This design comes from an exercise in tuning for small area on the open sky130 flow, not from production work.
Only simulation tests tie the RTL to the original design; equivalence was not proved.

Setup of run M:
// dualcore
module dualcore(
    input clk,
    input reset,
    input  [24-1:0]  ins_code1_proc1,
    input  [24-1:0]  ins_code2_proc2,
    output [8-1:0]   pc_proc1_code1,
    output [8-1:0]   pc_proc2_code2,
    output [16-1:0] dataOut1,
    output [16-1:0] dataOut2
);
==> flow/config.mk <==
export PLATFORM = sky130hd
export DESIGN_NAME = dualcore
export DESIGN_NICKNAME = dualcore
export VERILOG_FILES = /design/flow/design.v
export SDC_FILE = /design/flow/constraint.sdc
export NUM_CORES = 8
export LEC_CHECK = 0
export CAP_MARGIN = 0
export CORE_MARGIN = 2
export CORE_UTILIZATION = 65
export SLEW_MARGIN = 0
==> flow/constraint.sdc <==
create_clock -name core_clock -period 10.0 [get_ports {clk}]
set_input_delay 2.0000 -clock core_clock [delete_from_list [all_inputs] [get_ports {clk}]]
set_output_delay 2.0000 -clock core_clock [all_outputs]
set_load 0.01 [all_outputs]
standard.sh (not shown) runs the stock make flow with config.mk's settings and CLKGATE_MAP_FILE= SYNTH_SCRIPT=/design/flow/synth_recipe.tcl, a recipe that flattens the netlist after the stock synthesis.
==> flow/flow/run.sh <==
#!/bin/bash
# Own layout flow: the standard ORFS flow (standard.sh), with these
# changes:
#  - synthesis maps logic with an area-oriented ABC script (abc_area.script
#    here, which runs ABC's &deepsyn for five minutes) instead of ORFS's
#    delay-driven one; everything else in synthesis, including flip-flop
#    mapping, is the standard synthesis script (synth_recipe.tcl), which
#    synth.tcl here sources, except that adders are left to ABC instead of
#    being mapped to the platform's adder cells (ADDER_MAP_FILE empty);
#  - the input and output port buffers are the smallest buffer cell;
#  - clock tree synthesis uses clkbuf_8 sink buffers (clkbuf_16 at the root),
#    clusters of up to 18 sinks within 45 um, and no dummy loads.
# Each tool's output is in the ORFS logs under orfs/logs; make's own output
# goes to make.log in this folder.
set -euo pipefail
WORK=$(pwd)
export OWN_ABC_SCRIPT="$WORK/flow/abc_area.script"
export FLOW_SYNTH_TCL="$WORK/synth_recipe.tcl"
sed -e "s#SYNTH_SCRIPT=[^ ]*#SYNTH_SCRIPT=$WORK/flow/synth.tcl#" standard.sh > standard_own.sh
bash standard_own.sh "BUFFER_PORTS_ARGS=-buffer_cell sky130_fd_sc_hd__buf_1" \
  "ADDER_MAP_FILE=" \
  "CTS_ARGS=-sink_clustering_enable -repair_clock_nets -buf_list sky130_fd_sc_hd__clkbuf_8 -root_buf sky130_fd_sc_hd__clkbuf_16 -sink_clustering_size 18 -sink_clustering_max_diameter 45 -dont_use_dummy_load" \
  finish > make.log 2>&1
==> flow/flow/abc_area.script <==
strash
ifraig
scorr
dc2
strash
&get -n
&deepsyn -T 300
&dch -f
&nf -R 1000
&put
topo
==> flow/flow/synth.tcl <==
# The standard synthesis (synth_recipe.tcl), with ABC run on our own
# script: the -script argument that ORFS passes to abc is replaced.
proc abc {args} {
  set i [lsearch -exact $args -script]
  if { $i >= 0 } {
    lset args [expr { $i + 1 }] $::env(OWN_ABC_SCRIPT)
  }
  yosys abc {*}$args
}
source $::env(FLOW_SYNTH_TCL)
Run M reached the final stage; the timing, DRC and antenna checks on its layout passed.
Input changes introduced in run G (baseline for comparison: run M):
-- flow/design.v --
<<< run M, line 77
    output reg havMsgToCache,
    output reg allowReadToCache,
    output [16-1:0] allowReadToCacheAddr,
    output [16-1:0] tag,
    output reg bcTag,
>>> run G, line 77
    output reg havMsgToCache,
    output reg allowReadToCache,
    output reg[16-1:0] allowReadToCacheAddr,
    output [16-1:0] tag,
    output reg bcTag,
<<< run M, line 85
reg [4-1:0] state;
reg [16-1:0]  addr;
reg [16-1:0]  allowReadAddrN;
assign allowReadToCacheAddr = ~allowReadAddrN;
assign tag = addr;
reg [16-1:0]  cacheLine;
>>> run G, line 85
reg [4-1:0] state;
reg [16-1:0]  addr;
assign tag = addr;
reg [16-1:0]  cacheLine;
<<< run M, line 119
        state                <= 4'hb;
        stall                <= 0;
        allowReadAddrN <= {16{1'b1}};
    end
    else begin
>>> run G, line 117
        state                <= 4'hb;
        stall                <= 0;
        allowReadToCacheAddr <= 0;
    end
    else begin
<<< run M, line 128
                    havMsgToCache        <= 0;
                    allowReadToCache     <= 0;
                    allowReadAddrN <= ~addr;
                    rmToCache            <= 0;
                    wmToCache            <= 0;
>>> run G, line 126
                    havMsgToCache        <= 0;
                    allowReadToCache     <= 0;
                    allowReadToCacheAddr <= addr;
                    rmToCache            <= 0;
                    wmToCache            <= 0;
<<< run M, line 137
                    havMsgToCache        <= 0;
                    allowReadToCache     <= 0;
                    allowReadAddrN <= ~addr;
                    stall                <= 0;
                    state                <= 4'h3;
>>> run G, line 135
                    havMsgToCache        <= 0;
                    allowReadToCache     <= 0;
                    allowReadToCacheAddr <= addr;
                    stall                <= 0;
                    state                <= 4'h3;
<<< run M, line 145
                    havMsgToCache        <= 0;
                    allowReadToCache     <= 1;
                    allowReadAddrN <= {16{1'b1}};
                    rmToCache            <= 0;
                    wmToCache            <= 0;
>>> run G, line 143
                    havMsgToCache        <= 0;
                    allowReadToCache     <= 1;
                    allowReadToCacheAddr <= 0;
                    rmToCache            <= 0;
                    wmToCache            <= 0;
<<< run M, line 154
                    havMsgToCache        <= 0;
                    allowReadToCache     <= 0;
                    allowReadAddrN <= {16{1'b1}};
                    rmToCache            <= 0;
                    wmToCache            <= 0;
>>> run G, line 152
                    havMsgToCache        <= 0;
                    allowReadToCache     <= 0;
                    allowReadToCacheAddr <= 0;
                    rmToCache            <= 0;
                    wmToCache            <= 0;
<<< run M, line 163
                    havMsgToCache        <= 1;
                    allowReadToCache     <= 0;
                    allowReadAddrN <= ~addr;
                    bcTag                <= 0;
                    rmToCache            <= 1;
>>> run G, line 161
                    havMsgToCache        <= 1;
                    allowReadToCache     <= 0;
                    allowReadToCacheAddr <= addr;
                    bcTag                <= 0;
                    rmToCache            <= 1;
<<< run M, line 173
                    havMsgToCache        <= 1;
                    allowReadToCache     <= 0;
                    allowReadAddrN <= ~addr;
                    bcTag                <= 0;
                    rmToCache            <= 0;
>>> run G, line 171
                    havMsgToCache        <= 1;
                    allowReadToCache     <= 0;
                    allowReadToCacheAddr <= addr;
                    bcTag                <= 0;
                    rmToCache            <= 0;
<<< run M, line 199
                if(memEn && okOther) begin
                    allowReadToCache     <= 0;
                    allowReadAddrN <= ~addrFromCPU;
                    state                <= 4'h6;
                end
>>> run G, line 197
                if(memEn && okOther) begin
                    allowReadToCache     <= 0;
                    allowReadToCacheAddr <= addrFromCPU;
                    state                <= 4'h6;
                end
<<< run M, line 258
                        state                <= 4'ha;
                        allowReadToCache     <= 0;
                        allowReadAddrN <= ~addrFromCPU;
                    end
                end
>>> run G, line 256
                        state                <= 4'ha;
                        allowReadToCache     <= 0;
                        allowReadToCacheAddr <= addrFromCPU;
                    end
                end
<<< run M, line 309
                            state                <= 4'hd;
                            allowReadToCache     <= 0;
                            allowReadAddrN <= ~addrFromCPU;
                        end
                        else
>>> run G, line 307
                            state                <= 4'hd;
                            allowReadToCache     <= 0;
                            allowReadToCacheAddr <= addrFromCPU;
                        end
                        else
Findings:
- [run G vs run M] non-clock buffer count: lower in run G
- Worst clock skew delta (run G -> run M): insignificant
- Of run G and run M, it is run G that has the higher shortest period the worst path allows.
- Run G vs run M — total length of routed wires climbed by more than 10%
- Run comparison: run M critical setup path kind in2reg; run G critical setup path kind reg2reg
- Comparing run G against run M, there is no change at all in post-cts hold buffer count.
- Run G against run M; floorplan die area is up slightly.
- Final worst slack (run G over run M): decrease, 0.31 ns

==> what the ideal ports hide <==
The flow's constraints put no driver on any port. The routed layouts listed below were extracted and timed again, unchanged, in two steps.
Step 1 (the two cells are an assumption about what drives the block):
set clk [get_ports {clk}]
set_driving_cell -lib_cell sky130_fd_sc_hd__clkbuf_16 $clk
set_driving_cell -lib_cell sky130_fd_sc_hd__buf_2 [delete_from_list [all_inputs] $clk]
Step 2 times the ports against the registers' clock, not the clock port: input delays grow and output delays shrink by t, the midpoint of the rising clock arrivals with the driver on.
Three values: ideal ports, drivers, drivers and shift; two values: the first two.
| run | t, ns | setup WS [ns] | cell pins on the clock port's net |
|---|---|---|---|
| run M | 0.612 | 2.794 / 2.828 / 2.216 | 1 |
| run G | 0.621 | 2.488 / 2.488 / 2.488 | 1 |
After both steps setup and hold are still met in every run listed. The setup slack of run M, which loses most, moves by +0.034 ns with the drivers and by -0.578 ns with both steps.
